Context: an optimization exercise on an open-source flow, tuned for small area and a short achievable clock period. The choices shown serve that exercise and are no tape-out recipe.
The clock input has no modelled driver; a real chip could not lean on it and would need a root buffer or a full tree.
Power is estimated from default activity; no workload was simulated.

## the previous run
==> flow/design.v <==
module syc_FIFO #(
    parameter DATA_WIDTH = 32,
    parameter DEPTH      = 16
)(
    input                       wr_en,
    input                       rd_en,
    input      [DATA_WIDTH-1:0] wr_data,
    input                       clk,
    input                       rstb,
    output reg [DATA_WIDTH-1:0] rd_data,
    output reg                  full,
    output wire                 empty
);
    localparam J = DEPTH / 2;
    reg [DATA_WIDTH-1:0] memory [DEPTH-1:0];
    reg [DEPTH-1:0]      wr_sel, rd_sel;
    reg [J-1:0]          fill;
    reg                  not_empty;
    assign empty = ~not_empty;
    wire wr = wr_en & ~full;
    wire rd = rd_en & not_empty;
    wire one_word = fill[0] & ~fill[1];           
    wire one_free = fill[J-1] & ~fill[J-2];       
    wire up   = wr & ~rd;                         
    wire down = rd & ~wr;                         
    wire wr_load = full & rd_en;
    wire wr_step = wr & ~(up & one_free);
    wire wr_hold = ~wr_load & ~wr;
    wire rd_load = ~not_empty & wr_en;
    wire rd_step = rd & ~(down & one_word);
    wire rd_hold = ~rd_load & ~rd;
    wire [DEPTH-1:0] wr_sel_next = ({DEPTH{wr_load}} & rd_sel)
                                 | ({DEPTH{wr_step}} & {wr_sel[DEPTH-2:0], wr_sel[DEPTH-1]})
                                 | ({DEPTH{wr_hold}} & wr_sel);
    wire [DEPTH-1:0] rd_sel_next = ({DEPTH{rd_load}} & wr_sel)
                                 | ({DEPTH{rd_step}} & {rd_sel[DEPTH-2:0], rd_sel[DEPTH-1]})
                                 | ({DEPTH{rd_hold}} & rd_sel);
    integer i;
    always @(posedge clk)
        for (i = 0; i < DEPTH; i = i + 1)
            if (wr_en & wr_sel[i]) memory[i] <= wr_data;
    reg [DATA_WIDTH-1:0] rd_word;
    always @* begin
        rd_word = {DATA_WIDTH{1'b0}};
        for (i = 0; i < DEPTH; i = i + 1)
            rd_word = rd_word | (memory[i] & {DATA_WIDTH{rd_sel[i]}});
    end
    always @(posedge clk or negedge rstb) begin
        if (!rstb) begin
            wr_sel    <= 1;
            rd_sel    <= 0;
            fill      <= 0;
            rd_data   <= 0;
            full      <= 1'b0;
            not_empty <= 1'b0;
        end else begin
            if (rd) rd_data <= rd_word;
            wr_sel <= wr_sel_next;
            rd_sel <= rd_sel_next;
            if (up) begin
                fill      <= {fill[J-2:0], ~fill[J-1]};
                not_empty <= 1'b1;
                full      <= one_free;
            end else if (down) begin
                fill      <= {~fill[0], fill[J-1:1]};
                full      <= 1'b0;
                not_empty <= ~one_word;
            end
        end
    end
endmodule
Settings: LEC_CHECK=0, CAP_MARGIN=20, CORE_MARGIN=2, CORE_UTILIZATION=40, SETUP_SLACK_MARGIN=1.45, SLEW_MARGIN=20; clock period 3.0 ns.
standard.sh (not shown) runs the stock make flow with config.mk's settings and CLKGATE_MAP_FILE= SYNTH_SCRIPT=/design/flow/synth_recipe.tcl, a recipe that flattens the netlist after the stock synthesis.
==> flow/flow/run.sh <==
#!/bin/bash
# Standard ORFS layout (the standard.sh, synthesis unchanged) with:
#  - port buffers of a plain buffer cell instead of the one buffer_ports picks;
#  - a hand-built two-level clock tree (flow/pre_cts.tcl, flow/mancts.tcl)
#    in place of TritonCTS's three-level one.
set -uo pipefail
here=$(pwd)
bash standard.sh \
  BUFFER_PORTS_ARGS="-buffer_cell sky130_fd_sc_hd__buf_4" \
  PRE_CTS_TCL="$here/flow/pre_cts.tcl" \
  finish > flow_make.log 2>&1
Other scripts of this flow, unchanged in this note and not shown: flow/flow/mancts.tcl, flow/flow/pre_cts.tcl
Edits applied to the flow inputs when going from the previous run to the current run:
==> flow/design.v <==
module syc_FIFO #(
    parameter DATA_WIDTH = 32,
    parameter DEPTH      = 16
)(
    input                       wr_en,
    input                       rd_en,
    input      [DATA_WIDTH-1:0] wr_data,
    input                       clk,
    input                       rstb,
    output reg [DATA_WIDTH-1:0] rd_data,
    output reg                  full,
    output wire                 empty
);
    localparam ADDR_WIDTH = $clog2(DEPTH);
    reg [DATA_WIDTH-1:0] memory [DEPTH-1:0];
    reg [DEPTH-1:0]      wr_sel, rd_sel;
    reg [ADDR_WIDTH-1:0] fill;
    reg                  not_empty;
    assign empty = ~not_empty;
    wire wr = wr_en & ~full;
    wire rd = rd_en & not_empty;
    wire one_word = (fill == 1);
    wire one_free = (fill == DEPTH - 1);
    integer i;
    always @(posedge clk)
        for (i = 0; i < DEPTH; i = i + 1)
            if (wr & wr_sel[i]) memory[i] <= wr_data;
    reg [DATA_WIDTH-1:0] rd_next;
    always @* begin
        rd_next = rd_data & {DATA_WIDTH{~rd}};
        for (i = 0; i < DEPTH; i = i + 1)
            rd_next = rd_next | (memory[i] & {DATA_WIDTH{rd & rd_sel[i]}});
    end
    always @(posedge clk or negedge rstb) begin
        if (!rstb) begin
            wr_sel    <= 1;
            rd_sel    <= 1;
            fill      <= 0;
            rd_data   <= 0;
            full      <= 1'b0;
            not_empty <= 1'b0;
        end else begin
            rd_data <= rd_next;
            if (wr) wr_sel <= {wr_sel[DEPTH-2:0], wr_sel[DEPTH-1]};
            if (rd) rd_sel <= {rd_sel[DEPTH-2:0], rd_sel[DEPTH-1]};
            if (wr & ~rd) begin
                fill      <= fill + 1'b1;
                not_empty <= 1'b1;
                full      <= one_free;
            end else if (rd & ~wr) begin
                fill      <= fill - 1'b1;
                full      <= 1'b0;
                not_empty <= ~one_word;
            end
        end
    end
endmodule
--- outcome ---
The current run: PASS, flow complete, no timing, DRC or antenna violations. Area of all sequential standard cells: the current run vs the previous run down 130 µm². Compared with the previous run, synthesis-stage register bit count in the current run decreased slightly. Going from the previous run to the current run, finished layout cell area higher; sequential element share of the synthesized area higher; final critical-path setup slack higher. [diff] tightest hold margin, the current run relative to the previous run: regression. Critical path's slowest cell: sky130_fd_sc_hd__dfrtp_2 -> the current run, sky130_fd_sc_hd__dfrtp_4 -> the previous run. From the previous run to the current run the numbers moved as follows: number of flops mapped to enable cells by yosys held; area added between synthesis and finish went up 3.7 points; share of layout cells above drive strength 1 went down 1.7 points. Total power consumption of the routed design ended up 3.0% higher on the current run than on the previous run. After detailed routing, the previous run needs more wire than the current run.
No functional check of the RTL was part of any run of this note. In every run of this note, the design's own scripts or RTL, not TritonCTS, make the clock network.

[separate check: timing with driven ports]
How much do the figures lean on ideal ports? The routed layouts below were timed once more, with nothing changed but the port constraints.
Step 1, drivers: a clkbuf_16 drives clk and a buf_2 each remaining input, both assumed.
Step 2, shift: input delay + t, output delay - t, t = (earliest + latest rising clock arrival at the registers) / 2. This alone moves slack from input paths to output paths.
a / b / c = no drivers / after step 1 / after step 2; a / b = the first two.
run	t (ns)	setup WS [ns]	hold WS [ns]	worst setup path at the end	latest minus earliest clock arrival (ns)
the previous run	0.479	1.258 / 1.239 / 0.963	0.320 / 0.226 / 0.487	input to register	0.038 / 0.039
the current run	0.475	1.292 / 1.276 / 0.907	0.092 / -0.003 / 0.472	input to register	0.030 / 0.030
After both steps setup and hold are still met in every run listed. The setup slack of the current run, which loses most, moves by -0.016 ns with the drivers and by -0.385 ns with both steps.
